Source: an optimization exercise on an open RTL-to-GDS flow (aim: a short achievable clock period and few clock cycles). Production flows keep margins and buffers that such runs may drop.
RTL that was checked went through simulation tests only; none was proved equivalent to the original.
Function not checked in runs 1 and 3: the RTL went through the layout flow alone.
In run 5 the design's own scripts or RTL, not TritonCTS, make the clock network.
No driver is modelled on the clock port, so clock power and skew are understated where the tree is cut down; a real chip needs a root buffer or a tree.
Power and IR drop assume default switching activity.

==> flow/design.v <==
module ALU(input [31:0] a, input [31:0] b, input sub, input f0, input arith,
           input [5:0] sel, output [31:0] result);
	wire [31:0] sum = a + (sub ? ~b : b) + {31'd0, sub};
	wire lt = f0 ? (a < b) : ($signed(a) < $signed(b));
	wire [31:0] sll = a << b[4:0];
	wire [32:0] sra = $signed({arith & a[31], a}) >>> b[4:0];
	wire [31:0] x = a ^ b;
	wire [31:0] oa = f0 ? (a & b) : (a | b);
	assign result = ({32{sel[0]}} & sum)
	              | ({32{sel[1]}} & sll)
	              | {31'd0, sel[2] & lt}
	              | ({32{sel[3]}} & x)
	              | ({32{sel[4]}} & sra[31:0])
	              | ({32{sel[5]}} & oa);
endmodule
module BCompare(input [31:0] a, input [31:0] b, input [2:0] f3, output taken);
	wire eq = (a == b);
	wire lt = f3[1] ? (a < b) : ($signed(a) < $signed(b));
	assign taken = f3[2] ? (lt ^ f3[0]) : (eq ^ f3[0]);
endmodule
module ControlUnit(input [31:0] IWord,
                   output wr, output ld, output st, output br,
                   output use1, output use2, output isimm, output sub, output bun,
                   output known, output kval, output f0, output arith,
                   output [5:0] sel);
	wire [6:0] opc = IWord[6:0];
	wire [2:0] f3 = IWord[14:12];
	wire is_r  = (opc == 7'b0110011);
	wire is_i  = (opc == 7'b0010011);
	wire is_ld = (opc == 7'b0000011);
	wire is_st = (opc == 7'b0100011);
	wire is_b  = (opc == 7'b1100011);
	wire is_op = is_r | is_i;
	wire rdnz  = (IWord[11:7] != 5'd0);
	wire same  = (IWord[19:15] == IWord[24:20]);
	wire rs2z  = (IWord[24:20] == 5'd0);
	assign wr   = (is_op | is_ld) & rdnz;
	assign ld   = is_ld;
	assign st   = is_st;
	assign br   = is_b & (f3[2] | ~f3[1]);
	assign use1 = is_op | is_ld | is_st | br;
	assign use2 = is_r | is_st | br;
	assign isimm = ~is_r;
	assign f0 = f3[0];
	assign arith = IWord[30];
	assign sub  = is_r & (f3 == 3'd0) & IWord[30];
	assign bun  = f3[1];
	assign known = same | (rs2z & f3[2] & f3[1]);
	assign kval  = (f3 == 3'd0) | (f3[2] & f3[0]);
	assign sel[0] = ~is_op | (f3 == 3'd0);
	assign sel[1] = is_op & (f3 == 3'd1);
	assign sel[2] = is_op & (f3[2:1] == 2'b01);
	assign sel[3] = is_op & (f3 == 3'd4);
	assign sel[4] = is_op & (f3 == 3'd5);
	assign sel[5] = is_op & (f3[2:1] == 2'b11);
endmodule
module ImmExtend(input [31:0] IWord, output [31:0] imm, output [31:0] bimm);
	wire st = (IWord[6:0] == 7'b0100011);
	assign imm  = {{20{IWord[31]}}, IWord[31:25], st ? IWord[11:7] : IWord[24:20]};
	assign bimm = {{20{IWord[31]}}, IWord[7], IWord[30:25], IWord[11:8], 1'b0};
endmodule
module PC(input [31:0] pc, output [31:0] pc4);
	assign pc4 = pc + 32'd4;
endmodule
module RegFile(input clk, input clr, input [4:0] rs1, input [4:0] rs2,
               input we, input [4:0] rd, input [31:0] din,
               output [31:0] out1, output [31:0] out2);
	reg [31:0] r [1:31];
	integer i;
	always @(posedge clk) begin
		if (clr) begin
			for (i = 1; i <= 31; i = i + 1)
				r[i] <= 32'd0;
		end else if (we && rd != 5'd0) begin
			r[rd] <= din;
		end
	end
	assign out1 = (rs1 == 5'd0) ? 32'd0 : r[rs1];
	assign out2 = (rs2 == 5'd0) ? 32'd0 : r[rs2];
endmodule
module Datapath(input clk,
					input reset,
					output [31:0] imem_addr,
					input [31:0] imem_rdata,
					output [31:0] dmem_addr,
					output [31:0] dmem_wdata,
					output dmem_we,
					input [31:0] dmem_rdata,
					output wb_valid,
					output [4:0] wb_rd,
					output [31:0] wb_data);
reg  [31:0] pc_f;
reg         valid_d;
reg  [31:0] ir_d, pc_d;
reg         f0_e, arith_e, valid_e, wr_e, ld_e, st_e, br_e, pred_e, sub_e, bun_e;
reg  [2:0]  bf3_e;
reg  [5:0]  sel_e;
reg  [4:0]  rd_e;
reg  [31:0] a_e, b_e, s_e, alt_e;
reg         wr_m, ld_m, st_m;
reg  [4:0]  rd_m;
reg  [31:0] res_m, sd_m;
reg         wr_w;
reg  [4:0]  rd_w;
reg  [31:0] data_w;
reg         reset_q;
wire        d_f0, d_arith, d_wr, d_ld, d_st, d_br, d_use1, d_use2, d_isimm, d_sub, d_bun, d_known, d_kval;
wire [5:0]  d_sel;
wire [31:0] d_imm, d_bimm;
wire [4:0]  rs1 = ir_d[19:15];
wire [4:0]  rs2 = ir_d[24:20];
wire [4:0]  rd  = ir_d[11:7];
ControlUnit cu(.IWord(ir_d), .wr(d_wr), .ld(d_ld), .st(d_st), .br(d_br),
               .use1(d_use1), .use2(d_use2), .isimm(d_isimm), .sub(d_sub),
               .bun(d_bun), .known(d_known), .kval(d_kval), .f0(d_f0), .arith(d_arith), .sel(d_sel));
ImmExtend ie(.IWord(ir_d), .imm(d_imm), .bimm(d_bimm));
wire [31:0] rf1, rf2;
RegFile regs(.clk(clk), .clr(reset_q), .rs1(rs1), .rs2(rs2),
             .we(wr_w), .rd(rd_w), .din(data_w), .out1(rf1), .out2(rf2));
wire [31:0] alu_res;
wire        taken;
wire [31:0] m_val = ld_m ? dmem_rdata : res_m;
wire e1 = wr_e & (rd_e == rs1);
wire m1 = wr_m & (rd_m == rs1);
wire w1 = wr_w & (rd_w == rs1);
wire e2 = wr_e & (rd_e == rs2);
wire m2 = wr_m & (rd_m == rs2);
wire w2 = wr_w & (rd_w == rs2);
wire [31:0] fwd1 = e1 ? alu_res : m1 ? m_val : w1 ? data_w : rf1;
wire [31:0] fwd2 = e2 ? alu_res : m2 ? m_val : w2 ? data_w : rf2;
wire stall = valid_d & ld_e & ((d_use1 & e1) | (d_use2 & e2));
wire d_pred = d_br & (d_known ? d_kval : d_bimm[31]);
wire [31:0] d_target = pc_d + d_bimm;
wire [31:0] d_pc4 = pc_d + 32'd4;
wire mispred = valid_e & br_e & (taken ^ pred_e);
wire d_go = valid_d & ~stall & ~mispred;
wire redirect_d = d_go & d_pred;
assign imem_addr = pc_f;
wire [31:0] f_pc4;
PC pcinc(.pc(pc_f), .pc4(f_pc4));
always @(posedge clk) begin
	reset_q <= reset;
	if (reset) begin
		pc_f <= 32'd0;
		valid_d <= 1'b0;
	end else if (mispred) begin
		pc_f <= alt_e;
		valid_d <= 1'b0;
	end else if (!stall) begin
		pc_f <= redirect_d ? d_target : f_pc4;
		valid_d <= ~redirect_d;
	end
	if (!stall) begin
		ir_d <= imem_rdata;
		pc_d <= pc_f;
	end
end
always @(posedge clk) begin
	if (reset) begin
		valid_e <= 1'b0;
		wr_e <= 1'b0;
		ld_e <= 1'b0;
		st_e <= 1'b0;
		br_e <= 1'b0;
	end else begin
		valid_e <= d_go;
		wr_e <= d_go & d_wr;
		ld_e <= d_go & d_ld;
		st_e <= d_go & d_st;
		br_e <= d_go & d_br;
	end
	pred_e <= d_pred;
	sub_e <= d_sub;
	f0_e <= d_f0;
	arith_e <= d_arith;
	bun_e <= d_bun;
	bf3_e <= ir_d[14:12];
	sel_e <= d_sel;
	rd_e <= rd;
	a_e <= fwd1;
	b_e <= d_isimm ? d_imm : fwd2;
	s_e <= fwd2;
	alt_e <= d_pred ? d_pc4 : d_target;
end
ALU alu(.a(a_e), .b(b_e), .sub(sub_e), .f0(f0_e), .arith(arith_e), .sel(sel_e), .result(alu_res));
BCompare bc(.a(a_e), .b(s_e), .f3(bf3_e), .taken(taken));
always @(posedge clk) begin
	if (reset) begin
		wr_m <= 1'b0;
		ld_m <= 1'b0;
		st_m <= 1'b0;
	end else begin
		wr_m <= wr_e;
		ld_m <= ld_e;
		st_m <= st_e;
	end
	rd_m <= rd_e;
	res_m <= alu_res;
	sd_m <= s_e;
end
assign dmem_addr = res_m;
assign dmem_wdata = sd_m;
assign dmem_we = st_m;
always @(posedge clk) begin
	if (reset)
		wr_w <= 1'b0;
	else
		wr_w <= wr_m;
	rd_w <= rd_m;
	data_w <= m_val;
end
assign wb_valid = wr_w;
assign wb_rd = rd_w;
assign wb_data = data_w;
endmodule
==> flow/run.sh <==
#!/bin/bash
# synth_recipe.tcl (not shown) runs the flow's synth.tcl, then flattens the netlist and writes it again
# the make line also repeats each setting of config.mk as NAME=value (left out here)
make -C /OpenROAD-flow-scripts/flow DESIGN_CONFIG=/design/flow/config.mk WORK_HOME=/design/flow/orfs CLKGATE_MAP_FILE= SYNTH_SCRIPT=/design/flow/synth_recipe.tcl finish
==> flow/config.mk <==
export PLATFORM = sky130hd
export DESIGN_NAME = Datapath
export DESIGN_NICKNAME = Datapath
export VERILOG_FILES = /design/flow/design.v
export SDC_FILE = /design/flow/constraint.sdc
export NUM_CORES = 4
export LEC_CHECK = 0
export CAP_MARGIN = 20
export CORE_MARGIN = 2
export CORE_UTILIZATION = 40
export PLACE_DENSITY = 0.6
export SLEW_MARGIN = 20
==> flow/constraint.sdc <==
create_clock -name core_clock -period 14.0 [get_ports {clk}]
set_input_delay 2.8000 -clock core_clock [delete_from_list [all_inputs] [get_ports {clk}]]
set_output_delay 2.8000 -clock core_clock [all_outputs]
set_load 0.01 [all_outputs]
==> results of run 1 <==
-- cell usage in the layout, fill, tap and decap left out, drive strengths merged, types with 14 or more instances in the layout --
| cell type | synthesis | routed |
|---|---|---|
| inv | 185 | 196 |
| xnor2 | 56 | 56 |
| a21o | 35 | 35 |
| mux2i | 103 | 103 |
| o21ba | 14 | 14 |
| nand2 | 251 | 251 |
| o22ai | 17 | 17 |
| o21bai | 16 | 16 |
| edfxtp | 1088 | 1088 |
| ha | 191 | 191 |
| mux4 | 701 | 701 |
| o31ai | 15 | 15 |
| o21ai | 207 | 207 |
| clkinv | 0 | 54 |
| nor4 | 22 | 22 |
| clkbuf | 363 | 212 |
| xor2 | 88 | 88 |
| buf | 154 | 167 |
| conb | 1 | 32 |
| nand2b | 22 | 22 |
| mux2 | 77 | 77 |
| dfxtp | 304 | 304 |
| nand3 | 59 | 59 |
| and3 | 33 | 33 |
| nand4 | 30 | 30 |
| nor2b | 25 | 25 |
| clkdlybuf4s50 | 0 | 200 |
| nor2 | 260 | 260 |
| nor3 | 50 | 50 |
| a211oi | 54 | 54 |
| or2 | 39 | 39 |
| o211ai | 30 | 30 |
| a21oi | 211 | 211 |
| a22oi | 15 | 15 |
| a221oi | 50 | 50 |
| and2 | 1006 | 1006 |
-- logic make-up after synthesis --
family	share of synthesized area, %
muxes	22.55
adders and majority gates	3.096
xor gates and xnor gates	1.607
and+or+nand+nor	13.01
other	0.004778
buffers and inverters	3.684
AOI/OAI and AO/OA	6.659
DFF	49.38
-- area by class of cell --
cell class	instances	area [µm²]
sequential	1392	38800
clock buffer	212	4434
fill	17520	106500
multi-input combinational	3887	37250
tap	2624	3283
timing repair buffer	367	3318
antenna	5	12.51
clock inverter	74	711.9
inverter	185	701.9
-- through the flow --
stage / util, % / worst slack (ps) / cell area (µm²)
after floorplan: - / 9723 / 78600
after global placement: 42.73 / 8739 / 83320
after detailed placement: 42.74 / 8729 / 83350
after global routing: 45.39 / 8382 / 88500
final: 45.39 / 8824 / 88510
after CTS: 45.38 / 8719 / 88490
-- synth_stat cells, types with 33 or more instances --
cell	number
a211oi_1	54
a21o_1	35
a21oi_1	210
a221oi_1	48
and2_1	1005
and3_1	33
buf_1	47
buf_2	86
clkbuf_1	363
dfxtp_1	304
edfxtp_1	1088
ha_1	191
inv_1	181
mux2_2	69
mux2i_1	103
mux4_2	699
nand2_1	251
nand3_1	59
nor2_1	258
nor3_1	48
o21ai_0	148
o21ai_1	59
or2_2	38
xnor2_1	56
xor2_1	88
-- sequential cells by signal, summed over array words and instances, names as in the netlist, 3 cells and up, named ones only --
register	count
regs.r	1024
a_e	32
alt_e	32
b_e	32
data_w	32
ir_d	32
pc_d	32
pc_f	32
res_m	32
s_e	32
sd_m	32
sel_e	6
rd_e	5
rd_m	5
rd_w	5
bf3_e	3
-- per-layer routing --
layer,GRT usage (%),routed length (µm)
met5,0,37
met3,6.453,27290
met1,34.99,104300
met2,45.78,134800
met4,14.34,15980
-- critical path, delay by kind of cell (launching register included) --
| family | cells | cell delay (ps) |
|---|---|---|
| AO/OA/AOI/OAI | 3 | 630 |
| buffers and inverters | 3 | 2090 |
| flip-flops | 1 | 570 |
| multiplexers | 3 | 1480 |
-- power by group --
| group | switching [W] | internal [W] | leakage, nW |
|---|---|---|---|
| registers | 0.000285 | 0.00472 | 13.8 |
| logic | 0.00151 | 0.000900 | 16.4 |
| clock network | 0.00178 | 0.00240 | 2.55 |
| total | 0.00358 | 0.00802 | 32.8 |
-- path summary, 6_finish.rpt --
check                           startpoint        to  cells past startpoint
worst max-delay path             flip-flop    a_e[1]                      9
worst min-delay path               s_e[26]  sd_m[26]                      0
worst max register to register   flip-flop    a_e[1]                      9
worst min register to register     s_e[26]  sd_m[26]                      0
==> flow_summary.json, run 1 <==
{
  "fin_crit_sh_pct": 36.97,
  "io_pins": 201,
  "synthFlopType": "edfxtp_1",
  "drt_iter0_markers": 6862,
  "grt_pass1_vias": 53720,
  "finalPower_w": 0.01160,
  "die_w_um": 447.0,
  "globalplace.congestion": 0.9423,
  "slowest_delay_ps": 810,
  "crit_fanout": 88,
  "core_area_um2": 195000,
  "dp_cells": 8455,
  "rows": 162,
  "nNetsFinal": 6246,
  "cts.clk_slew.worst_paths_ps": 60,
  "finalHoldViolCount": 0,
  "critPathKind": "reg2reg",
  "overflow": 0,
  "synth.distinct_cells": 103,
  "cts_setup_buffers": 0,
  "synth_edf_count": 1088,
  "whs_ps": 359.1,
  "ys.warnings.count": 2,
  "yosys_register_bits": 1392,
  "grt_pass1_wl_um": 399900,
  "final.setup.tns_ps": 0,
  "yosys.area.top_type": "edfxtp_1",
  "seq_area_frac_synth_pct": 49.38,
  "syn_to_final_growth_pct": 12.77,
  "start_util_pct": 40.25,
  "vias": 53660,
  "maxSlewHeadroom_pct": 26.07,
  "fin_skew_ps": 33.16,
  "cap_violations": 0,
  "drive_gt1_share_pct": 21.14,
  "totalWireLength_um": 282400,
  "slew_viol_final": 0,
  "layout.cells.non_filler": 8746,
  "crit_slowest_cell": "buf_4",
  "grt_antenna_before_repair": 21,
  "cts_made_buffers": 154,
  "portBuffers": 200,
  "drt-wirelength-per-cell_um": 32.29,
  "cts_tree": "built",
  "synthTopCellsByArea": "edfxtp_1 (42%), mux4_2 (20%), and2_1 (8.0%)",
  "grt_usage_pct": 28.09,
  "syn_inst": 5950,
  "die_area_um2": 199800,
  "setup_viol": 0,
  "detail_route.vias_per_cell": 6.135,
  "critPathLaunchType": "flip-flop",
  "hp-class": "reg2reg",
  "endpoint_kind": "flip-flop",
  "syn-cell-area_um2": 78480,
  "clockBufferDepth": 3,
  "arrival_ps": 5910,
  "rsz0062_at_grt": "false",
  "ant_nets": 0,
  "drt_first_pass_iters": 6,
  "ctsRootBufferMaster": "clkbuf_16",
  "peakVddDrop_uv": 108.2,
  "syn_area_per_cell_um2": 13.19,
  "worstPathRequired_ps": 14740,
  "async_flop_share_pct": 0,
  "hold_buffers": 0,
  "cts_resized": 0,
  "fmaxAchievable_mhz": 193.2,
  "dp_hpwl_um": 176300,
  "drcViolationCount": 0,
  "path_cells": "buf_4, buf_12, buf_4, mux4_2, mux4_2, mux2_2, a221oi_1, a211oi_1, a21o_1",
  "die_h_um": 447.0,
  "leakagePower_nw": 32.82,
  "grt_max_degree": 127,
  "status": "finished clean",
  "reg2reg_slack_ps": 8820,
  "power_density_nw_per_um2": 131.0,
  "min_period_ps": 5176,
  "tightest_slew_ps": 1107,
  "clock_sinks": 1392,
  "h-tree-depth": 4,
  "yosysTopAreaCellShare_pct": 41.63,
  "clk_latency_ps": 840
}
==> run 2: changes to the inputs <==
--- a/flow/design.v
+++ b/flow/design.v
@@ -91,12 +91,17 @@
 					output [31:0] wb_data);
 reg  [31:0] pc_f;
 reg         valid_d;
-reg  [31:0] ir_d, pc_d;
-reg         f0_e, arith_e, valid_e, wr_e, ld_e, st_e, br_e, pred_e, sub_e, bun_e;
+reg  [31:0] ir_d, pc_d, bt_d;
+reg         bp_d, bh_d;
+reg  [1:0]  ctr_d;
+reg         known_e, hint_e;
+reg  [5:0]  bidx_e;
+reg  [1:0]  ctr_e;
+reg         tbad_e, f0_e, arith_e, valid_e, wr_e, ld_e, st_e, br_e, pred_e, sub_e, bun_e;
 reg  [2:0]  bf3_e;
 reg  [5:0]  sel_e;
 reg  [4:0]  rd_e;
-reg  [31:0] a_e, b_e, s_e, alt_e;
+reg  [31:0] a_e, b_e, s_e, alt_e, tgt_e;
 reg         wr_m, ld_m, st_m;
 reg  [4:0]  rd_m;
 reg  [31:0] res_m, sd_m;
@@ -129,13 +134,44 @@
 wire [31:0] fwd1 = e1 ? alu_res : m1 ? m_val : w1 ? data_w : rf1;
 wire [31:0] fwd2 = e2 ? alu_res : m2 ? m_val : w2 ? data_w : rf2;
 wire stall = valid_d & ld_e & ((d_use1 & e1) | (d_use2 & e2));
-wire d_pred = d_br & (d_known ? d_kval : d_bimm[31]);
+wire d_pred = d_br & (d_known ? d_kval : d_bimm[31] ^ ctr_d[1]);
 wire [31:0] d_target = pc_d + d_bimm;
 wire [31:0] d_pc4 = pc_d + 32'd4;
-wire mispred = valid_e & br_e & (taken ^ pred_e);
+wire wrongdir = taken ^ pred_e;
+wire mispred = br_e & (wrongdir | tbad_e);
+wire [31:0] e_newpc = wrongdir ? alt_e : tgt_e;
 wire d_go = valid_d & ~stall & ~mispred;
-wire redirect_d = d_go & d_pred;
+wire redirect_d = d_go & (d_pred ^ bp_d);
 assign imem_addr = pc_f;
+localparam NB = 4;
+reg  [NB-1:0] bv;
+reg  [9:0]    btag [0:NB-1];
+reg  [31:0]   btgt [0:NB-1];
+reg  [NB-1:0] bknown, bhnt;
+reg  [1:0]    bptr;
+reg  [NB-1:0] bhit;
+reg  [31:0]   f_btgt;
+integer k;
+always @(*) begin
+	f_btgt = 32'd0;
+	for (k = 0; k < NB; k = k + 1) begin
+		bhit[k] = bv[k] & (btag[k] == pc_f[11:2]);
+		f_btgt = f_btgt | ({32{bhit[k]}} & btgt[k]);
+	end
+end
+wire f_bh = |bhit;
+reg  f_bk, f_bhint;
+always @(*) begin
+	f_bk = 1'b0;
+	f_bhint = 1'b0;
+	for (k = 0; k < NB; k = k + 1) begin
+		f_bk = f_bk | (bhit[k] & bknown[k]);
+		f_bhint = f_bhint | (bhit[k] & bhnt[k]);
+	end
+end
+reg  [1:0] bht [0:63];
+wire [1:0] f_ctr = bht[pc_f[7:2]];
+wire f_bp = f_bh & (f_bk | (f_bhint ^ f_ctr[1]));
 wire [31:0] f_pc4;
 PC pcinc(.pc(pc_f), .pc4(f_pc4));
 always @(posedge clk) begin
@@ -144,15 +180,35 @@
 		pc_f <= 32'd0;
 		valid_d <= 1'b0;
 	end else if (mispred) begin
-		pc_f <= alt_e;
+		pc_f <= e_newpc;
 		valid_d <= 1'b0;
 	end else if (!stall) begin
-		pc_f <= redirect_d ? d_target : f_pc4;
+		pc_f <= redirect_d ? (d_pred ? d_target : d_pc4) : f_bp ? f_btgt : f_pc4;
 		valid_d <= ~redirect_d;
 	end
 	if (!stall) begin
 		ir_d <= imem_rdata;
 		pc_d <= pc_f;
+		bp_d <= f_bp;
+		bh_d <= f_bh;
+		bt_d <= f_btgt;
+		ctr_d <= f_ctr;
+	end
+end
+wire btb_ins = d_go & d_pred & ~bh_d;
+always @(posedge clk) begin
+	if (reset) begin
+		bv <= {NB{1'b0}};
+		bptr <= 2'd0;
+	end else if (btb_ins) begin
+		bv[bptr] <= 1'b1;
+		bptr <= bptr + 2'd1;
+	end
+	if (btb_ins) begin
+		btag[bptr] <= pc_d[11:2];
+		btgt[bptr] <= d_target;
+		bknown[bptr] <= d_known;
+		bhnt[bptr] <= d_bimm[31];
 	end
 end
 always @(posedge clk) begin
@@ -170,6 +226,11 @@
 		br_e <= d_go & d_br;
 	end
 	pred_e <= d_pred;
+	known_e <= d_known;
+	hint_e <= d_bimm[31];
+	bidx_e <= pc_d[7:2];
+	ctr_e <= ctr_d;
+	tbad_e <= d_pred & bp_d & (bt_d != d_target);
 	sub_e <= d_sub;
 	f0_e <= d_f0;
 	arith_e <= d_arith;
@@ -181,6 +242,7 @@
 	b_e <= d_isimm ? d_imm : fwd2;
 	s_e <= fwd2;
 	alt_e <= d_pred ? d_pc4 : d_target;
+	tgt_e <= d_target;
 end
 ALU alu(.a(a_e), .b(b_e), .sub(sub_e), .f0(f0_e), .arith(arith_e), .sel(sel_e), .result(alu_res));
 BCompare bc(.a(a_e), .b(s_e), .f3(bf3_e), .taken(taken));
@@ -198,6 +260,19 @@
 	res_m <= alu_res;
 	sd_m <= s_e;
 end
+wire agree = (taken == hint_e);
+always @(posedge clk) begin
+	if (reset) begin
+		for (k = 0; k < 64; k = k + 1)
+			bht[k] <= 2'd0;
+	end else if (br_e & ~known_e) begin
+		if (agree) begin
+			if (ctr_e != 2'd0) bht[bidx_e] <= ctr_e - 2'd1;
+		end else begin
+			if (ctr_e != 2'd3) bht[bidx_e] <= ctr_e + 2'd1;
+		end
+	end
+end
 assign dmem_addr = res_m;
 assign dmem_wdata = sd_m;
 assign dmem_we = st_m;
==> flow/flow/run.sh (new file) <==
#!/bin/bash
cp standard.sh standard.sh.log
export SETUP_SLACK_MARGIN=${SETUP_SLACK_MARGIN_OVERRIDE:-10}
bash standard.sh > standard.log 2>&1
==> flow/standard.sh (new file) <==
#!/bin/bash
# synth_recipe.tcl (not shown) runs the flow's synth.tcl, then flattens the netlist and writes it again
# the make line also repeats each setting of config.mk as NAME=value (left out here)
make -C /OpenROAD-flow-scripts/flow DESIGN_CONFIG=/design/flow/config.mk WORK_HOME=/design/flow/orfs CLKGATE_MAP_FILE= SYNTH_SCRIPT=/design/flow/synth_recipe.tcl "${@:-finish}"
--- a/flow/config.mk
+++ b/flow/config.mk
@@ -5,6 +5,7 @@
 export SDC_FILE = /design/flow/constraint.sdc
 export NUM_CORES = 4
 export LEC_CHECK = 0
+export ABC_CLOCK_PERIOD_IN_PS = 3500
 export CAP_MARGIN = 20
 export CORE_MARGIN = 2
 export CORE_UTILIZATION = 40
removed: flow/run.sh
==> flow_summary.json, run 2 <==
{
  "start_util_pct": 40.21,
  "grt_pass1_wl_um": 504600,
  "rows": 178,
  "crit_fanout": 8,
  "cts.clk_slew.worst_paths_ps": 60,
  "status": "finished clean",
  "wl_met1_um": 139200,
  "peakVddDrop_uv": 119.4,
  "dp_slack_ps": 7849,
  "synthTopCellsByArea": "edfxtp_1 (45%), mux4_2 (18%), dfxtp_1 (7.6%)",
  "fin_crit_sh_pct": 31.32,
  "syn_to_final_growth_pct": 22.73,
  "synth_commonest_cells": "edfxtp_1 (1,428), and2_1 (1,004), mux4_2 (738)",
  "rr_endpoint": "bht[18][1]",
  "clk_latency_ps": 880,
  "critPathLaunchType": "flip-flop",
  "rsz0062_at_grt": "true",
  "io_pins": 201,
  "yosysTopAreaCellShare_pct": 45.39,
  "wl_met3_um": 49360,
  "arrival_ps": 4920,
  "hp-class": "reg2reg",
  "tightest_slew_ps": 1141,
  "portBuffers": 200,
  "largest_reg_flops": 1024,
  "ant_nets": 0,
  "fmaxAchievable_mhz": 228.1,
  "clockBufferDepth": 3,
  "reg2reg_depth": 17,
  "async_flop_share_pct": 0,
  "cts_made_buffers": 193,
  "worstPathRequired_ps": 14540,
  "slowest_delay_ps": 610,
  "power_density_nw_per_um2": 131.4,
  "ys.warnings.count": 2,
  "grt_usage_pct": 29.38,
  "grt_antenna_before_repair": 24,
  "h-tree-depth": 4,
  "path_buf_inv": 6,
  "holdPathStages": 0,
  "grt_pass1_vias": 66370,
  "fin_ws_ps": 9616,
  "mostFrequentLayoutCell": "edfxtp_1",
  "synth_edf_count": 1428,
  "setup_viol": 0,
  "drt_iter0_markers": 9959,
  "syn_area_per_cell_um2": 13.24,
  "finalPower_w": 0.01524,
  "synth.distinct_cells": 90,
  "drt_first_pass_iters": 8,
  "whs_endpoint": "sd_m[14]",
  "hp-start": "s_e[14]",
  "core_area_um2": 235000,
  "ctsRootBufferMaster": "clkbuf_16",
  "final_cell_mix": "edfxtp_1 (1,428), and2_1 (1,000), mux4_2 (738)",
  "globalplace.congestion": 0.9534,
  "seq_area_frac_synth_pct": 52.96,
  "syn_inst": 7135,
  "die_h_um": 490.0,
  "grt_max_degree": 88,
  "drive_gt1_share_pct": 32.01,
  "maxSlewHeadroom_pct": 23.76,
  "leakagePower_nw": 42.95,
  "finalHoldViolCount": 0,
  "die_area_um2": 240100,
  "yosys.area.top_type": "edfxtp_1",
  "reg_top3": "regs.r x1024, bht x128, btgt x128",
  "cap_violations": 0,
  "final.setup.tns_ps": 0,
  "drcViolationCount": 0,
  "dp_hpwl_um": 200100,
  "syn-cell-area_um2": 94470,
  "totalWireLength_um": 365000,
  "nNetsFinal": 7855,
  "detail_route.vias_per_cell": 6.291,
  "top_layer": "met5",
  "reg2reg_from": "s_e[21]",
  "utilization_pct": 49.35,
  "yosys_register_bits": 1785,
  "crit_slowest_cell": "or4_4",
  "path_cells": "inv_1, ha_4, nand4_1, or4_4, nor4_4, o31ai_2, a31oi_4, buf_12, buf_8, xnor2_4, buf_12, xor2_4, buf_6, mux2_4, nand3_4, buf_6, o21ai_2",
  "met2WireLength_um": 160500,
  "overflow": 0,
  "yosysMostFrequentCell": "edfxtp_1",
  "endpoint_kind": "flip-flop",
  "min_period_ps": 4384,
  "vias": 68620,
  "reg2reg_slack_ps": 9620,
  "critPathTopFamily": "simple AND/OR/NAND/NOR gates",
  "cts_tree": "built",
  "synthFlopType": "edfxtp_1",
  "slew_viol_final": 0,
  "critPathKind": "reg2reg",
  "die_w_um": 490.0,
  "drt-wirelength-per-cell_um": 33.46,
  "largest-register": "regs.r",
  "clock_sinks": 1785,
  "fin_skew_ps": 80.17
}
[run 2: changes by cell type after synthesis, moves of 40 or more]
cell	change
edfxtp_1	+340
nor2_1	+134
o21ai_0	+122
nand2_1	+94
clkbuf_1	+83
nor3_1	+74
a22oi_1	+73
xnor2_1	+69
o21ai_1	-58
dfxtp_1	+53
buf_1	+52
a21oi_1	+40
[run 2: layer usage]
layer / track usage [%] / vias up
li1: - / 27860
met1: 40.05 / 35350
met2: 43.65 / 4616
met3: 9.632 / 786
met4: 10.86 / 6
met5: 0 / -
[run 2: metrics by stage]
step                      std cells  cell area (µm²)  hold slack (ps)
after floorplan                7166            95020            323.3
after global placement        10110           100400            331.8
after detailed placement      10110           100400            332.5
after CTS                     10820           113900            316.4
after global routing          10910           115900            322.4
final                         10910           115900            317.9
[run 2: worst max path at each step]
stage              start          to  slack (ps)  cells past startpoint
2_1_floorplan      reset  bht[31][1]        9670                      9
3_3_place_gp       reset  bht[28][1]        7880                     10
3_5_place_dp       reset  bht[56][1]        7850                     10
4_1_cts        data_w[9]  wb_data[9]        9630                      2
6_report         s_e[21]  bht[18][1]        9620                     17
5_1_grt          s_e[21]  bht[18][1]        9540                     17
[run 2: logic make-up (layout without fill, tap and decap cells)]
| kind of cell | after synthesis | after routing | synth area share, % |
|---|---|---|---|
| DFF | 1785 | 1785 | 52.96 |
| xor gates and xnor gates | 249 | 250 | 2.338 |
| adders and majority gates | 199 | 199 | 2.652 |
| muxes | 922 | 922 | 19.65 |
| AOI/OAI and AO/OA | 996 | 996 | 6.769 |
| and+or+nand+nor | 2191 | 2221 | 12.40 |
| other | 1 | 37 | 0.003970 |
| buffers and inverters | 792 | 1348 | 3.228 |
[run 2: area by class of cell]
cell class                 instances  area (µm²)
tap                             3150        3941
clock buffer                     247        5279
fill                           19610      119000
multi-input combinational       4620       44870
clock inverter                   111        1023
inverter                         190       744.5
antenna                            5       12.51
timing repair buffer             798        9505
timing repair inverter             2       32.53
sequential                      1785       50540
[run 2: timing repair]
item / 4_1_cts / 5_1_grt
setup endpoints to repair: 913 / 761
setup buffers: 284 / 73
resized for setup: 1527 / 269
hold buffers: 0 / 0
gates cloned: 76 / 7
pin swaps: 89 / 110
[run 2: where the power goes]
| group | total (W) | switching (W) | internal [W] |
|---|---|---|---|
| combinational | 0.00376 | 0.00216 | 0.00160 |
| sequential | 0.00635 | 0.000295 | 0.00605 |
| clock | 0.00513 | 0.00228 | 0.00285 |
| total | 0.0152 | 0.00474 | 0.0105 |
Testbench counts of run 2, summed over its fixed seeds: cycles 58,953.
==> run 3: changes to the inputs <==
--- a/flow/design.v
+++ b/flow/design.v
@@ -63,16 +63,16 @@
 	assign pc4 = pc + 32'd4;
 endmodule
 module RegFile(input clk, input clr, input [4:0] rs1, input [4:0] rs2,
-               input we, input [4:0] rd, input [31:0] din,
+               input [31:1] wen, input [31:0] din,
                output [31:0] out1, output [31:0] out2);
 	reg [31:0] r [1:31];
 	integer i;
 	always @(posedge clk) begin
-		if (clr) begin
-			for (i = 1; i <= 31; i = i + 1)
+		for (i = 1; i <= 31; i = i + 1) begin
+			if (clr)
 				r[i] <= 32'd0;
-		end else if (we && rd != 5'd0) begin
-			r[rd] <= din;
+			else if (wen[i])
+				r[i] <= din;
 		end
 	end
 	assign out1 = (rs1 == 5'd0) ? 32'd0 : r[rs1];
@@ -108,6 +108,8 @@
 reg         wr_w;
 reg  [4:0]  rd_w;
 reg  [31:0] data_w;
+reg  [31:1] wen_w;
+reg  [31:0] daddr_q, wbd_q;
 reg         reset_q;
 wire        d_f0, d_arith, d_wr, d_ld, d_st, d_br, d_use1, d_use2, d_isimm, d_sub, d_bun, d_known, d_kval;
 wire [5:0]  d_sel;
@@ -121,7 +123,7 @@
 ImmExtend ie(.IWord(ir_d), .imm(d_imm), .bimm(d_bimm));
 wire [31:0] rf1, rf2;
 RegFile regs(.clk(clk), .clr(reset_q), .rs1(rs1), .rs2(rs2),
-             .we(wr_w), .rd(rd_w), .din(data_w), .out1(rf1), .out2(rf2));
+             .wen(wen_w), .din(data_w), .out1(rf1), .out2(rf2));
 wire [31:0] alu_res;
 wire        taken;
 wire [31:0] m_val = ld_m ? dmem_rdata : res_m;
@@ -195,7 +197,7 @@
 		ctr_d <= f_ctr;
 	end
 end
-wire btb_ins = d_go & d_pred & ~bh_d;
+wire btb_ins = valid_d & ~stall & d_pred & ~bh_d;
 always @(posedge clk) begin
 	if (reset) begin
 		bv <= {NB{1'b0}};
@@ -258,6 +260,8 @@
 	end
 	rd_m <= rd_e;
 	res_m <= alu_res;
+	if (ld_e | st_e)
+		daddr_q <= alu_res;
 	sd_m <= s_e;
 end
 wire agree = (taken == hint_e);
@@ -273,18 +277,24 @@
 		end
 	end
 end
-assign dmem_addr = res_m;
+assign dmem_addr = daddr_q;
 assign dmem_wdata = sd_m;
 assign dmem_we = st_m;
 always @(posedge clk) begin
-	if (reset)
+	if (reset) begin
 		wr_w <= 1'b0;
-	else
+		wen_w <= 31'd0;
+	end else begin
 		wr_w <= wr_m;
+		for (k = 1; k < 32; k = k + 1)
+			wen_w[k] <= wr_m & (rd_m == k);
+	end
 	rd_w <= rd_m;
 	data_w <= m_val;
+	if (wr_m)
+		wbd_q <= m_val;
 end
 assign wb_valid = wr_w;
 assign wb_rd = rd_w;
-assign wb_data = data_w;
-endmodule
+assign wb_data = wbd_q;
+endmodule
==> flow_summary.json, run 3 <==
{
  "status": "finished clean",
  "reg_top3": "regs.r x992, bht x128, btgt x128",
  "seq_area_um2": 41900,
  "finalHoldViolCount": 0,
  "peakVddDrop_uv": 128.9,
  "grt_usage_pct": 34.92,
  "clockBufferDepth": 3,
  "rsz0062_at_grt": "true",
  "critPathTopFamily": "flip-flops",
  "synth.distinct_cells": 91,
  "totalWireLength_um": 424800,
  "wl_met3_um": 61360,
  "ys.warnings.count": 35,
  "cts.clk_slew.worst_paths_ps": 60,
  "drive_gt1_share_pct": 17.06,
  "path_cells": "buf_2",
  "min_period_ps": 4362,
  "power_density_nw_per_um2": 115.6,
  "die_h_um": 480.3,
  "fin_crit_sh_pct": 31.16,
  "yosys.area.top_type": "dfxtp_1",
  "yosys_register_bits": 1838,
  "largest-register": "regs.r",
  "slew_viol_final": 0,
  "vias": 83800,
  "dp_hpwl_um": 250300,
  "reg2reg_depth": 13,
  "die_w_um": 480.3,
  "clock_sinks": 1838,
  "critPathLaunchType": "flip-flop",
  "nNetsFinal": 9594,
  "drt_iter0_markers": 15340,
  "fin_skew_ps": 66.86,
  "synthTopCellsByArea": "dfxtp_1 (30%), edfxtp_1 (15%), mux2i_1 (13%)",
  "cts_tree": "built",
  "layout.cells.non_filler": 12500,
  "syn_inst": 9353,
  "drt-wirelength-per-cell_um": 33.97,
  "synth_commonest_cells": "nor2_1 (1,428), dfxtp_1 (1,370), mux2i_1 (1,138)",
  "io_pins": 201,
  "crit_fanout": 1,
  "final_cell_mix": "nor2_1 (1,352), dfxtp_1 (1,214), mux2i_1 (1,135)",
  "cap_violations": 0,
  "hold_buffers": 0,
  "path_buf_inv": 1,
  "grt_max_degree": 193,
  "finalPower_w": 0.01237,
  "yosysMostFrequentCell": "nor2_1",
  "final.setup.tns_ps": 0,
  "fill_cells": 20720,
  "leakagePower_nw": 38.46,
  "hp-class": "reg2reg",
  "drt_first_pass_iters": 14,
  "syn_area_per_cell_um2": 9.702,
  "overflow": 0,
  "synthFlopType": "dfxtp_1",
  "top_layer": "met5",
  "worstPathRequired_ps": 11200,
  "met2WireLength_um": 172500,
  "h-tree-depth": 4,
  "start_util_pct": 40.31,
  "grt_pass1_vias": 78150,
  "yosysTopAreaCellShare_pct": 30.22,
  "ctsRootBufferMaster": "clkbuf_16",
  "synth_edf_count": 468,
  "die_area_um2": 230700,
  "arrival_ps": 1560,
  "mostFrequentLayoutCell": "nor2_1",
  "cts_made_buffers": 196,
  "setup_viol": 0,
  "detail_route.vias_per_cell": 6.702,
  "holdPathStages": 0,
  "finalInstanceArea_um2": 107000,
  "endpoint_kind": "output port",
  "syn-cell-area_um2": 90740,
  "tightest_slew_ps": 1361,
  "crit_cells": 1,
  "whs_ps": 325.8,
  "grt_pass1_wl_um": 582900,
  "rows": 174,
  "reg2reg_slack_ps": 9780,
  "core_area_um2": 225100,
  "dp_cells": 11930,
  "crit_slowest_cell": "edfxtp_1",
  "multiInputGateArea_um2": 48050,
  "ant_nets": 0,
  "globalplace.congestion": 0.9664,
  "placed_area_um2": 95620,
  "largest_reg_flops": 992,
  "syn_to_final_growth_pct": 17.93,
  "seq_area_frac_synth_pct": 45.71,
  "fmaxAchievable_mhz": 229.3,
  "slowest_delay_ps": 510,
  "wl_met1_um": 155300,
  "drcViolationCount": 0,
  "clk_latency_ps": 900,
  "portBuffers": 200,
  "maxSlewHeadroom_pct": 9.245,
  "grt_antenna_before_repair": 15,
  "async_flop_share_pct": 0,
  "critPathKind": "reg2out"
}
-- run 3: cell count changes in the layout (fill, tap and decap cells not counted), moves of 61 or more --
cell and delta:
edfxtp_1 -960, dfxtp_1 +1040, mux4_2 -642, mux2i_1 +1036
buf_12 -71, buf_2 +63, nand4_1 +143, a22oi_1 +797
nand2_1 +120, nor2_1 +1031, and2_1 -988, buf_6 -61
nor3_1 +92
-- run 3: kinds of logic (layout without fill, tap and decap cells) --
group / count (synthesis) / in the layout / synth area share, %
compound gates: 1976 / 1977 / 15.38
buf+inv: 1037 / 1176 / 4.423
fa+ha+maj: 199 / 199 / 2.760
simple gates: 2775 / 2782 / 13.67
other cells: 0 / 11 / 0
mux: 1304 / 1304 / 15.80
flops: 1838 / 1838 / 45.71
xor+xnor: 224 / 224 / 2.253
-- run 3: cell type report --
class / count / area share [%]
multi-input combinational: 6486 / 44.90
sequential: 1838 / 39.15
clock buffer: 285 / 5.391
timing repair buffer: 610 / 5.227
tap: 2992 / 3.498
clock inverter: 84 / 1.108
inverter: 197 / 0.6957
antenna: 11 / 0.02572
-- run 3: final timing paths --
path / from / endpoint
max: wbd_q[31] / wb_data[31]
min: s_e[19] / sd_m[19]
max reg2reg: a_e[23] / bht[12][1]
min reg2reg: s_e[19] / sd_m[19]
-- run 3: report_power, final --
group | leakage (nW) | switching (W) | internal (W) | total (W)
logic | 19.1 | 0.000769 | 0.000358 | 0.00113
registers | 15.9 | 0.0000931 | 0.00551 | 0.00560
clock network | 3.41 | 0.00233 | 0.00331 | 0.00564
-- run 3: routing by layer --
metal	up-vias	global-route usage (%)
met4	14	22.72
met1	40510	44.44
met5	-	0.3314
li1	34210	-
met2	7059	50.04
met3	2003	12.02
-- run 3: per-stage QoR --
step / utilization [%] / worst slack, ps
floorplan: - / 9957
global placement: 42.47 / 8371
detailed placement: 42.48 / 8352
CTS: 46.43 / 9608
global route: 47.53 / 9635
finish: 47.54 / 9638
-- run 3: repair_timing --
action | in CTS | in global routing
gates cloned | 10 | 11
setup buffers | 100 | 68
resized for setup | 974 | 366
pin swaps | 30 | 136
setup endpoints to repair | 772 | 881
==> run 4: changes to the inputs <==
--- a/flow/design.v
+++ b/flow/design.v
@@ -1,7 +1,8 @@
 module ALU(input [31:0] a, input [31:0] b, input sub, input f0, input arith,
            input [5:0] sel, output [31:0] result);
 	wire [31:0] sum = a + (sub ? ~b : b) + {31'd0, sub};
-	wire lt = f0 ? (a < b) : ($signed(a) < $signed(b));
+	wire lt, eq;
+	LtTree cmp(.a(a), .b(b), .sgn(~f0), .lt(lt), .eq(eq));
 	wire [31:0] sll = a << b[4:0];
 	wire [32:0] sra = $signed({arith & a[31], a}) >>> b[4:0];
 	wire [31:0] x = a ^ b;
@@ -14,10 +15,41 @@
 	              | ({32{sel[5]}} & oa);
 endmodule
 module BCompare(input [31:0] a, input [31:0] b, input [2:0] f3, output taken);
-	wire eq = (a == b);
-	wire lt = f3[1] ? (a < b) : ($signed(a) < $signed(b));
+	wire eq, lt;
+	LtTree cmp(.a(a), .b(b), .sgn(~f3[1]), .lt(lt), .eq(eq));
 	assign taken = f3[2] ? (lt ^ f3[0]) : (eq ^ f3[0]);
 endmodule
+module LtTree(input [31:0] a, input [31:0] b, input sgn, output lt, output eq);
+	wire [31:0] aa = {a[31] ^ sgn, a[30:0]};
+	wire [31:0] bb = {b[31] ^ sgn, b[30:0]};
+	wire [31:0] g0 = ~aa & bb;
+	wire [31:0] e0 = ~(aa ^ bb);
+	wire [15:0] g1, e1;
+	wire [7:0]  g2, e2;
+	wire [3:0]  g3, e3;
+	wire [1:0]  g4, e4;
+	genvar i;
+	generate
+		for (i = 0; i < 16; i = i + 1) begin : l1
+			assign g1[i] = g0[2*i+1] | (e0[2*i+1] & g0[2*i]);
+			assign e1[i] = e0[2*i+1] & e0[2*i];
+		end
+		for (i = 0; i < 8; i = i + 1) begin : l2
+			assign g2[i] = g1[2*i+1] | (e1[2*i+1] & g1[2*i]);
+			assign e2[i] = e1[2*i+1] & e1[2*i];
+		end
+		for (i = 0; i < 4; i = i + 1) begin : l3
+			assign g3[i] = g2[2*i+1] | (e2[2*i+1] & g2[2*i]);
+			assign e3[i] = e2[2*i+1] & e2[2*i];
+		end
+		for (i = 0; i < 2; i = i + 1) begin : l4
+			assign g4[i] = g3[2*i+1] | (e3[2*i+1] & g3[2*i]);
+			assign e4[i] = e3[2*i+1] & e3[2*i];
+		end
+	endgenerate
+	assign lt = g4[1] | (e4[1] & g4[0]);
+	assign eq = e4[1] & e4[0];
+endmodule
 module ControlUnit(input [31:0] IWord,
                    output wr, output ld, output st, output br,
                    output use1, output use2, output isimm, output sub, output bun,
@@ -90,9 +122,11 @@
 					output [4:0] wb_rd,
 					output [31:0] wb_data);
 reg  [31:0] pc_f;
+reg  [31:2] pcx;
 reg         valid_d;
-reg  [31:0] ir_d, pc_d, bt_d;
+reg  [31:0] ir_d, pc_d;
 reg         bp_d, bh_d;
+reg  [12:1] bi_d;
 reg  [1:0]  ctr_d;
 reg         known_e, hint_e;
 reg  [5:0]  bidx_e;
@@ -101,7 +135,7 @@
 reg  [2:0]  bf3_e;
 reg  [5:0]  sel_e;
 reg  [4:0]  rd_e;
-reg  [31:0] a_e, b_e, s_e, alt_e, tgt_e;
+reg  [31:0] a_e, b_e, s_e, alt_e;
 reg         wr_m, ld_m, st_m;
 reg  [4:0]  rd_m;
 reg  [31:0] res_m, sd_m;
@@ -139,26 +173,33 @@
 wire d_pred = d_br & (d_known ? d_kval : d_bimm[31] ^ ctr_d[1]);
 wire [31:0] d_target = pc_d + d_bimm;
 wire [31:0] d_pc4 = pc_d + 32'd4;
-wire wrongdir = taken ^ pred_e;
-wire mispred = br_e & (wrongdir | tbad_e);
-wire [31:0] e_newpc = wrongdir ? alt_e : tgt_e;
+wire mispred = br_e & ((taken ^ pred_e) | tbad_e);
 wire d_go = valid_d & ~stall & ~mispred;
-wire redirect_d = d_go & (d_pred ^ bp_d);
+wire d_tbad = d_pred & bp_d & (bi_d != d_bimm[12:1]);
+wire [31:0] zs = a_e ^ b_e ^ {a_e[30:0] | b_e[30:0], 1'b0};
+wire e_sumz = ~|zs;
+wire d_fuse = e1 & wr_e & ~ld_e & sel_e[0] & ~sub_e & (rs2 == 5'd0) & (ir_d[14:13] == 2'b00);
+wire d_final = ~d_br ? 1'b0 : d_fuse ? (e_sumz ^ ir_d[12]) : d_pred;
+wire redirect_d = d_go & (d_final ^ bp_d);
 assign imem_addr = pc_f;
 localparam NB = 4;
 reg  [NB-1:0] bv;
-reg  [9:0]    btag [0:NB-1];
+reg  [31:2]   btag [0:NB-1];
+reg  [12:1]   bimm [0:NB-1];
 reg  [31:0]   btgt [0:NB-1];
 reg  [NB-1:0] bknown, bhnt;
 reg  [1:0]    bptr;
 reg  [NB-1:0] bhit;
 reg  [31:0]   f_btgt;
+reg  [12:1]   f_bimm;
 integer k;
 always @(*) begin
 	f_btgt = 32'd0;
+	f_bimm = 12'd0;
 	for (k = 0; k < NB; k = k + 1) begin
-		bhit[k] = bv[k] & (btag[k] == pc_f[11:2]);
+		bhit[k] = bv[k] & (btag[k] == pcx);
 		f_btgt = f_btgt | ({32{bhit[k]}} & btgt[k]);
+		f_bimm = f_bimm | ({12{bhit[k]}} & bimm[k]);
 	end
 end
 wire f_bh = |bhit;
@@ -172,45 +213,64 @@
 	end
 end
 reg  [1:0] bht [0:63];
-wire [1:0] f_ctr = bht[pc_f[7:2]];
+wire [1:0] f_ctr = bht[pcx[7:2]];
 wire f_bp = f_bh & (f_bk | (f_bhint ^ f_ctr[1]));
 wire [31:0] f_pc4;
 PC pcinc(.pc(pc_f), .pc4(f_pc4));
+wire [31:0] f_next = redirect_d ? (bp_d ? d_pc4 : d_target) : f_bp ? f_btgt : f_pc4;
 always @(posedge clk) begin
 	reset_q <= reset;
 	if (reset) begin
 		pc_f <= 32'd0;
 		valid_d <= 1'b0;
 	end else if (mispred) begin
-		pc_f <= e_newpc;
+		pc_f <= alt_e;
 		valid_d <= 1'b0;
 	end else if (!stall) begin
-		pc_f <= redirect_d ? (d_pred ? d_target : d_pc4) : f_bp ? f_btgt : f_pc4;
+		pc_f <= f_next;
 		valid_d <= ~redirect_d;
 	end
+	if (mispred)
+		pcx <= alt_e[31:2];
+	else if (!stall)
+		pcx <= f_next[31:2];
 	if (!stall) begin
 		ir_d <= imem_rdata;
 		pc_d <= pc_f;
 		bp_d <= f_bp;
 		bh_d <= f_bh;
-		bt_d <= f_btgt;
+		bi_d <= f_bimm;
 		ctr_d <= f_ctr;
 	end
 end
-wire btb_ins = valid_d & ~stall & d_pred & ~bh_d;
+wire btb_ins = valid_d & ~stall & d_final & ~bh_d;
+reg        ins_q;
+reg [31:2] ins_tag;
+reg [12:1] ins_imm;
+reg        ins_known, ins_hint;
+reg [31:0] ins_tgt;
 always @(posedge clk) begin
-	if (reset) begin
+	ins_q <= btb_ins;
+	ins_tag <= pc_d[31:2];
+	ins_imm <= d_bimm[12:1];
+	ins_tgt <= d_target;
+	ins_known <= d_known;
+	ins_hint <= d_bimm[31];
+end
+always @(posedge clk) begin
+	if (reset_q | (br_e & tbad_e)) begin
 		bv <= {NB{1'b0}};
 		bptr <= 2'd0;
-	end else if (btb_ins) begin
+	end else if (ins_q) begin
 		bv[bptr] <= 1'b1;
 		bptr <= bptr + 2'd1;
 	end
-	if (btb_ins) begin
-		btag[bptr] <= pc_d[11:2];
-		btgt[bptr] <= d_target;
-		bknown[bptr] <= d_known;
-		bhnt[bptr] <= d_bimm[31];
+	if (ins_q) begin
+		btag[bptr] <= ins_tag;
+		bimm[bptr] <= ins_imm;
+		btgt[bptr] <= ins_tgt;
+		bknown[bptr] <= ins_known;
+		bhnt[bptr] <= ins_hint;
 	end
 end
 always @(posedge clk) begin
@@ -227,12 +287,12 @@
 		st_e <= d_go & d_st;
 		br_e <= d_go & d_br;
 	end
-	pred_e <= d_pred;
+	pred_e <= d_final;
 	known_e <= d_known;
 	hint_e <= d_bimm[31];
 	bidx_e <= pc_d[7:2];
 	ctr_e <= ctr_d;
-	tbad_e <= d_pred & bp_d & (bt_d != d_target);
+	tbad_e <= d_tbad;
 	sub_e <= d_sub;
 	f0_e <= d_f0;
 	arith_e <= d_arith;
@@ -243,8 +303,7 @@
 	a_e <= fwd1;
 	b_e <= d_isimm ? d_imm : fwd2;
 	s_e <= fwd2;
-	alt_e <= d_pred ? d_pc4 : d_target;
-	tgt_e <= d_target;
+	alt_e <= d_tbad ? pc_d : d_pred ? d_pc4 : d_target;
 end
 ALU alu(.a(a_e), .b(b_e), .sub(sub_e), .f0(f0_e), .arith(arith_e), .sel(sel_e), .result(alu_res));
 BCompare bc(.a(a_e), .b(s_e), .f3(bf3_e), .taken(taken));
@@ -260,13 +319,12 @@
 	end
 	rd_m <= rd_e;
 	res_m <= alu_res;
-	if (ld_e | st_e)
-		daddr_q <= alu_res;
+	daddr_q <= alu_res & {32{ld_e | st_e}};
 	sd_m <= s_e;
 end
 wire agree = (taken == hint_e);
 always @(posedge clk) begin
-	if (reset) begin
+	if (reset_q) begin
 		for (k = 0; k < 64; k = k + 1)
 			bht[k] <= 2'd0;
 	end else if (br_e & ~known_e) begin
@@ -291,8 +349,7 @@
 	end
 	rd_w <= rd_m;
 	data_w <= m_val;
-	if (wr_m)
-		wbd_q <= m_val;
+	wbd_q <= m_val & {32{wr_m}};
 end
 assign wb_valid = wr_w;
 assign wb_rd = rd_w;
--- a/flow/config.mk
+++ b/flow/config.mk
@@ -8,6 +8,6 @@
 export ABC_CLOCK_PERIOD_IN_PS = 3500
 export CAP_MARGIN = 20
 export CORE_MARGIN = 2
-export CORE_UTILIZATION = 40
-export PLACE_DENSITY = 0.6
+export CORE_UTILIZATION = 55
+export PLACE_DENSITY = 0.7
 export SLEW_MARGIN = 20
==> flow_summary.json, run 4 <==
{
  "synth_top_family_by_area": "compound AO/OA/AOI/OAI gates",
  "dp_slack_ps": 8114,
  "clock_sinks": 2006,
  "tightest_slew_ps": 1356,
  "drt_iter0_markers": 18340,
  "synthAdderAreaFrac_pct": 2.644,
  "path_cells": "buf_4, nand2_2, nor2_4, buf_4, buf_4, a22o_1, a221oi_1, nand4_1, nor3_2, nor3_1, a211oi_2, a21oi_1, mux2_2",
  "hold_buffers": 0,
  "endpoint_kind": "flip-flop",
  "peakVddDrop_uv": 137.0,
  "die_w_um": 420.1,
  "ys.warnings.count": 35,
  "yosys_register_bits": 2006,
  "syn-cell-area_um2": 95210,
  "fin_skew_ps": 95.30,
  "largest-register": "regs.r",
  "crit_slowest_cell": "a211oi_2",
  "clk_latency_ps": 890,
  "critPathKind": "reg2reg",
  "clockBufferDepth": 3,
  "grt_antenna_before_repair": 24,
  "drcViolationCount": 0,
  "grt_pass1_vias": 79120,
  "die_h_um": 420.1,
  "finalPower_w": 0.01299,
  "syn_to_final_growth_pct": 16.53,
  "die_area_um2": 176500,
  "leakagePower_nw": 39.88,
  "syn_area_per_cell_um2": 9.950,
  "status": "finished clean",
  "reg_top3": "regs.r x992, bht x128, btgt x128",
  "io_pins": 201,
  "fin_crit_sh_pct": 31.33,
  "synth_compound_area_share_pct": 14.88,
  "rows": 152,
  "min_period_ps": 4386,
  "h-tree-depth": 4,
  "drt-wirelength-per-cell_um": 36.02,
  "dp_hpwl_um": 261700,
  "fin_ws_ps": 9614,
  "vias": 86920,
  "grt_pass1_wl_um": 595600,
  "synth_edf_count": 542,
  "critPathMostFrequentCell": "buf_4",
  "cts_made_buffers": 202,
  "detail_route.vias_per_cell": 7.163,
  "power_density_nw_per_um2": 117.1,
  "synthMuxAreaShare_pct": 14.45,
  "globalplace.congestion": 1.010,
  "final.setup.tns_ps": 0,
  "cts_tree": "built",
  "finalHoldViolCount": 0,
  "nNetsFinal": 9905,
  "drt_first_pass_iters": 14,
  "synthTopCellsByArea": "dfxtp_1 (31%), edfxtp_1 (17%), mux2i_1 (11%)",
  "path_buf_inv": 3,
  "synth-simple-area-share_pct": 12.70,
  "yosysMostFrequentCell": "dfxtp_1",
  "synth_commonest_cells": "dfxtp_1 (1,464), nor2_1 (1,456), mux2i_1 (1,093)",
  "fmaxAchievable_mhz": 228.0,
  "syn_inst": 9569,
  "hp-class": "reg2reg",
  "portBuffers": 200,
  "synth-xor-area-share_pct": 3.367,
  "worstPathRequired_ps": 14750,
  "critPathTopFamily": "compound AO/OA/AOI/OAI gates",
  "mostFrequentLayoutCell": "nor2_1",
  "grt_usage_pct": 47.43,
  "ctsRootBufferMaster": "clkbuf_16",
  "drive_gt1_share_pct": 16.27,
  "maxSlewHeadroom_pct": 9.576,
  "arrival_ps": 5130,
  "slowest_delay_ps": 560,
  "totalWireLength_um": 437100,
  "rsz0062_at_grt": "true",
  "slew_viol_final": 0,
  "overflow": 0,
  "synthFlopType": "dfxtp_1",
  "async_flop_share_pct": 0,
  "seq_area_frac_synth_pct": 47.88,
  "setup_viol": 0,
  "largest_reg_flops": 992,
  "synth.distinct_cells": 91,
  "cts.clk_slew.worst_paths_ps": 70,
  "crit_fanout": 22,
  "yosysTopAreaCellShare_pct": 30.78,
  "core_area_um2": 171700,
  "ant_nets": 0,
  "utilization_pct": 64.61,
  "cap_violations": 0,
  "grt_max_degree": 238,
  "critPathLaunchType": "flip-flop",
  "yosys.area.top_type": "dfxtp_1",
  "start_util_pct": 55.44,
  "final_cell_mix": "nor2_1 (1,396), dfxtp_1 (1,280), mux2i_1 (1,090)"
}
-- run 4: cell count changes in the layout (fill, tap and decap cells not counted), sizes merged, moves of 34 or more --
cell | previous run | this run
a22oi | 886 | 726
xnor2 | 116 | 252
a22o | 13 | 117
a221oi | 27 | 124
buf | 535 | 632
dfxtp | 1370 | 1464
o21ai | 226 | 306
edfxtp | 468 | 542
nor3 | 226 | 164
nand3 | 134 | 182
mux2i | 1138 | 1093
a21oi | 306 | 269
o21bai | 51 | 15
inv | 204 | 170
-- run 4: path summary, 6_finish.rpt --
kind                 start       end  slack [ps]  depth (start not counted)
setup reg to reg  ir_d[15]   a_e[23]        9610                         13
hold reg to reg   ctr_d[0]  ctr_e[0]         340                          0
hold / removal    ctr_d[0]  ctr_e[0]         340                          0
setup / recovery  ir_d[15]   a_e[23]        9610                         13
-- run 4: logic make-up (layout without fill, tap and decap cells) --
| family | Yosys count | count (layout) |
|---|---|---|
| AO/OA/AOI/OAI | 1990 | 1990 |
| XOR/XNOR | 366 | 366 |
| adder cells (fa/ha/maj) | 200 | 200 |
| buffers and inverters | 1021 | 1260 |
| flip-flops | 2006 | 2006 |
| multiplexers | 1247 | 1247 |
| other | 0 | 14 |
| AND/OR/NAND/NOR | 2739 | 2741 |
-- run 4: routing by layer --
layer	part of all wire (%)	up-vias	global-route usage, %
met3	17	2444	20.39
met2	38	7945	63.42
met1	36	41480	62.03
met4	8.8	36	30.36
li1	-	35010	-
met5	0.14	-	0.9447
-- run 4: worst register-to-register path, cell delays in order, from the launching register on --
cell and delay, ps:
edfxtp_1 370, buf_4 270, nand2_2 430, nor2_4 40, buf_4 290, buf_4 420
a22o_1 320, a221oi_1 250, nand4_1 170, nor3_2 450, nor3_1 130, a211oi_2 560
a21oi_1 210, mux2_2 350
-- run 4: through the flow --
step / instance area (µm²) / hold WS, ps / std cells
2_1_floorplan: 95250 / 323.3 / 9569
3_3_place_gp: 99290 / 350.0 / 11470
3_5_place_dp: 99350 / 338.7 / 11470
4_1_cts: 108700 / 354.4 / 11980
5_1_grt: 110900 / 361.8 / 12120
6_report: 111000 / 341.8 / 12130
-- run 4: power breakdown --
group	total [W]	switching [W]	internal, W	leakage [nW]
sequential	0.00614	0.000127	0.00602	17.4
combinational	0.00105	0.000715	0.000331	19.0
clock	0.00580	0.00242	0.00338	3.45
-- run 4: layout make-up --
| cell class | count | area (µm²) |
|---|---|---|
| flip-flops and latches | 2006 | 46010 |
| well taps | 2310 | 2890 |
| clock buffers | 286 | 5867 |
| fillers | 13710 | 60780 |
| inverters | 171 | 701.9 |
| clock inverters | 89 | 1227 |
| repair inverters | 3 | 25.02 |
| multi-input cells | 6544 | 47500 |
| repair buffers | 711 | 6701 |
| diodes | 14 | 35.03 |
-- run 4: timing repair --
| action | in CTS | in global routing |
|---|---|---|
| setup endpoints to repair | 629 | 499 |
| resized for setup | 995 | 215 |
| endpoints found under the hold margin | 0 | 0 |
| pin swaps | 34 | 62 |
| cloned | 9 | 9 |
| setup buffers | 124 | 131 |
Testbench counts of run 4, summed over its fixed seeds: cycles 58,268.
==> run 5: changes to the inputs <==
==> flow/flow/run.sh (replaced) <==
#!/bin/bash
cp standard.sh standard.sh.log
export SETUP_SLACK_MARGIN=10
export PRE_CTS_TCL="$PWD/flow/manual_cts.tcl"
export MCTS_SINKS=18
bash standard.sh > standard.log 2>&1
==> flow/flow/manual_cts.tcl (new file) <==
# Two-level clock tree built here in place of TritonCTS (sourced as
# PRE_CTS_TCL; it replaces the clock_tree_synthesis command that ORFS's
# cts.tcl then calls, and the rest of cts.tcl runs unchanged).
# The clock port drives NROOT clkbuf_16 roots; each root drives the leaf
# clkbuf_16 of one part of the die; each leaf drives a cluster of nearby
# registers. Every register's clock goes through exactly two buffers, and the
# clusters are cut from the placement by recursive bisection so that they
# have equal sizes.
set ::mcts_nroot [expr {[info exists ::env(MCTS_NROOT)] ? $::env(MCTS_NROOT) : 4}]
set ::mcts_sinks [expr {[info exists ::env(MCTS_SINKS)] ? $::env(MCTS_SINKS) : 18}]
set ::mcts_leaf [expr {[info exists ::env(MCTS_LEAF)] ? $::env(MCTS_LEAF) : "sky130_fd_sc_hd__clkbuf_16"}]
set ::mcts_root "sky130_fd_sc_hd__clkbuf_16"

# items: list of {x y payload}; returns k groups of near-equal size
proc mcts_split {items k} {
  if {$k <= 1} { return [list $items] }
  set xs [lmap i $items {lindex $i 0}]
  set ys [lmap i $items {lindex $i 1}]
  set w [expr {[tcl::mathfunc::max {*}$xs] - [tcl::mathfunc::min {*}$xs]}]
  set h [expr {[tcl::mathfunc::max {*}$ys] - [tcl::mathfunc::min {*}$ys]}]
  set idx [expr {$w >= $h ? 0 : 1}]
  set sorted [lsort -integer -index $idx $items]
  set k1 [expr {$k / 2}]
  set n [llength $sorted]
  set n1 [expr {int(round(double($n) * $k1 / $k))}]
  return [concat [mcts_split [lrange $sorted 0 [expr {$n1 - 1}]] $k1] \
                 [mcts_split [lrange $sorted $n1 end] [expr {$k - $k1}]]]
}

proc mcts_centroid {items} {
  set sx 0; set sy 0
  foreach i $items { set sx [expr {$sx + [lindex $i 0]}]; set sy [expr {$sy + [lindex $i 1]}] }
  set n [llength $items]
  return [list [expr {int($sx / $n)}] [expr {int($sy / $n)}]]
}

proc mcts_place {inst xy} {
  set m [$inst getMaster]
  set x [expr {[lindex $xy 0] - [$m getWidth] / 2}]
  set y [expr {[lindex $xy 1] - [$m getHeight] / 2}]
  $inst setLocation $x $y
  $inst setPlacementStatus PLACED
}

rename clock_tree_synthesis __mcts_tritoncts
proc clock_tree_synthesis {args} {
  set db [ord::get_db]
  set block [ord::get_db_block]
  set port [$block findBTerm clk]
  set clk [$port getNet]
  set sinks {}
  foreach it [$clk getITerms] {
    set xy [$it getAvgXY]
    lappend sinks [list [lindex $xy 1] [lindex $xy 2] $it]
  }
  set n [llength $sinks]
  set nleaf [expr {int(ceil(double($n) / $::mcts_sinks))}]
  set nleaf [expr {(($nleaf + $::mcts_nroot - 1) / $::mcts_nroot) * $::mcts_nroot}]
  puts "manual CTS: $n sinks, $::mcts_nroot roots, $nleaf leaves"
  set lmaster [$db findMaster $::mcts_leaf]
  set rmaster [$db findMaster $::mcts_root]
  set parts [mcts_split $sinks $::mcts_nroot]
  set r 0
  foreach part $parts {
    set rnet [odb::dbNet_create $block "clknet_root_$r"]
    $rnet setSigType CLOCK
    set leaves {}
    set l 0
    foreach grp [mcts_split $part [expr {$nleaf / $::mcts_nroot}]] {
      set xy [mcts_centroid $grp]
      set inst [odb::dbInst_create $block $lmaster "clkbuf_leaf_${r}_$l"]
      mcts_place $inst $xy
      set lnet [odb::dbNet_create $block "clknet_leaf_${r}_$l"]
      $lnet setSigType CLOCK
      foreach s $grp {
        set it [lindex $s 2]
        $it disconnect
        $it connect $lnet
      }
      [$inst findITerm X] connect $lnet
      [$inst findITerm A] connect $rnet
      lappend leaves [list {*}$xy $inst]
      incr l
    }
    set rinst [odb::dbInst_create $block $rmaster "clkbuf_root_$r"]
    mcts_place $rinst [mcts_centroid $leaves]
    [$rinst findITerm X] connect $rnet
    [$rinst findITerm A] connect $clk
    incr r
  }
  set_propagated_clock [all_clocks]
}
==> flow_summary.json, run 5 <==
{
  "critPathMostFrequentCell": "buf_4",
  "start_util_pct": 55.44,
  "grt_usage_pct": 46.63,
  "synth-simple-area-share_pct": 12.70,
  "yosys.area.top_type": "dfxtp_1",
  "yosysTopAreaCellShare_pct": 30.78,
  "min_period_ps": 4303,
  "dp_hpwl_um": 261700,
  "cap_violations": 0,
  "largest_reg_flops": 992,
  "yosys_register_bits": 2006,
  "fmaxAchievable_mhz": 232.4,
  "synth-xor-area-share_pct": 3.367,
  "worstPathRequired_ps": 14630,
  "drive_gt1_share_pct": 13.71,
  "fill_cells": 14330,
  "overflow": 0,
  "status": "finished clean",
  "grt_max_degree": 238,
  "final.setup.tns_ps": 0,
  "reg2reg_slack_ps": 9700,
  "arrival_ps": 4940,
  "hp-class": "reg2reg",
  "critPathLaunchType": "flip-flop",
  "synthTopCellsByArea": "dfxtp_1 (31%), edfxtp_1 (17%), mux2i_1 (11%)",
  "whs_ps": 331.3,
  "drt-wirelength-per-cell_um": 36.48,
  "reg_top3": "regs.r x992, bht x128, btgt x128",
  "placed_area_um2": 99350,
  "clk_latency_ps": 730,
  "async_flop_share_pct": 0,
  "syn-cell-area_um2": 95210,
  "tightest_slew_ps": 1339,
  "grt_pass1_wl_um": 589500,
  "synthMuxAreaShare_pct": 14.45,
  "grt_pass1_vias": 78070,
  "die_w_um": 420.1,
  "ant_nets": 0,
  "peakVddDrop_uv": 178.7,
  "rows": 152,
  "fin_crit_sh_pct": 30.74,
  "synth_edf_count": 542,
  "grt_antenna_before_repair": 23,
  "seq_area_frac_synth_pct": 47.88,
  "yosysMostFrequentCell": "dfxtp_1",
  "slew_viol_final": 0,
  "io_pins": 201,
  "largest-register": "regs.r",
  "synth_commonest_cells": "dfxtp_1 (1,464), nor2_1 (1,456), mux2i_1 (1,093)",
  "slowest_delay_ps": 620,
  "drt_iter0_markers": 17140,
  "synth.distinct_cells": 91,
  "crit_fanout": 29,
  "ys.warnings.count": 35,
  "totalWireLength_um": 430900,
  "portBuffers": 200,
  "power_density_nw_per_um2": 99.49,
  "rsz0062_at_grt": "true",
  "synthAdderAreaFrac_pct": 2.644,
  "globalplace.congestion": 1.010,
  "cts.clk_slew.worst_paths_ps": 110,
  "core_area_um2": 171700,
  "endpoint_kind": "flip-flop",
  "critPathKind": "reg2reg",
  "syn_area_per_cell_um2": 9.950,
  "die_area_um2": 176500,
  "drcViolationCount": 0,
  "mostFrequentLayoutCell": "nor2_1",
  "synth_top_family_by_area": "compound AO/OA/AOI/OAI gates",
  "path_cells": "buf_6, nand3b_1, buf_4, nor2_4, buf_4, a22oi_1, nand2_1, nor4_1, nor3_1, a211oi_2, a211o_1, a31oi_1",
  "syn_inst": 9569,
  "vias": 85350,
  "leakagePower_nw": 37.51,
  "crit_slowest_cell": "nor2_4",
  "finalHoldViolCount": 0,
  "maxSlewHeadroom_pct": 10.77,
  "nNetsFinal": 9757,
  "drt_first_pass_iters": 13,
  "die_h_um": 420.1,
  "detail_route.vias_per_cell": 7.225,
  "fin_skew_ps": 87.85,
  "final_cell_mix": "nor2_1 (1,395), dfxtp_1 (1,323), mux2i_1 (1,086)",
  "finalInstanceArea_um2": 105800,
  "synthFlopType": "dfxtp_1",
  "syn_to_final_growth_pct": 11.10,
  "hold_buffers": 0,
  "synth_compound_area_share_pct": 14.88,
  "setup_viol": 0
}
-- run 5: report_power, final --
part           leakage, nW  total, W  switching, W  internal (W)
Sequential            17.4   0.00614      0.000128       0.00601
Clock                 1.43   0.00335       0.00191       0.00144
Combinational         18.7   0.00104      0.000714      0.000323
-- run 5: per-stage QoR --
step,std cells,setup WS (ps),utilization [%],total power [W]
final,11810,9697,61.60,0.01052
after detailed placement,11470,8114,57.85,0.007152
after global routing,11800,9934,61.57,0.01071
after floorplan,9569,10000,-,0.006740
after CTS,11710,9951,60.65,0.01040
after global placement,11470,8194,57.81,0.007145
-- run 5: logic make-up after synthesis --
kind of cell,Yosys count
xor gates and xnor gates,366
AOI/OAI and AO/OA,1990
DFF,2006
adders and majority gates,200
buffers and inverters,1021
muxes,1247
and+or+nand+nor,2739
-- run 5: routing by layer --
metal  vias to the layer above  share of wire [%]  track usage (%)
met5                         -               0.11           0.5279
met4                        27                8.6            28.56
met3                      2270                 16            18.78
met2                      7707                 38            63.01
met1                     40790                 36            61.77
li1                      34550                  -                -
-- run 5: critical path, delay by kind of cell (launching register included) --
family | cells | cell delay, ps
compound gates | 4 | 1090
flops | 1 | 390
simple gates | 5 | 1600
buf+inv | 3 | 1140
-- run 5: worst paths after layout --
| kind | end | cells past startpoint | startpoint |
|---|---|---|---|
| worst min-delay path | sd_m[12] | 0 | s_e[12] |
| worst max register to register | b_e[28] | 12 | ir_d[24] |
| worst min register to register | sd_m[12] | 0 | s_e[12] |
| worst max-delay path | b_e[28] | 12 | ir_d[24] |
-- run 5: timing repair --
item | CTS | global route
gates resized for setup | 928 | 194
pin swaps | 35 | 38
endpoints found under the setup margin | 626 | 341
buffers inserted | 115 | 83
gates cloned | 9 | 4
-- run 5: final cells by class --
cell class                 count  area [µm²]  area share (%)
antenna                       14       35.03         0.03312
buffer                       116        2903           2.744
inverter                     171       680.7          0.6435
multi-input combinational   6544       47640           45.04
sequential                  2006       45940           43.43
tap                         2310        2890           2.732
timing repair buffer         651        5678           5.368
timing repair inverter         1       7.507        0.007097

Check on run 5: ideal ports give 9.697 ns setup slack; a clkbuf_16 on the clock port and buf_2 on the inputs give 9.697 ns; moving port delays by the midpoint clock arrival (0.888 ns) as well gives 9.331 ns.
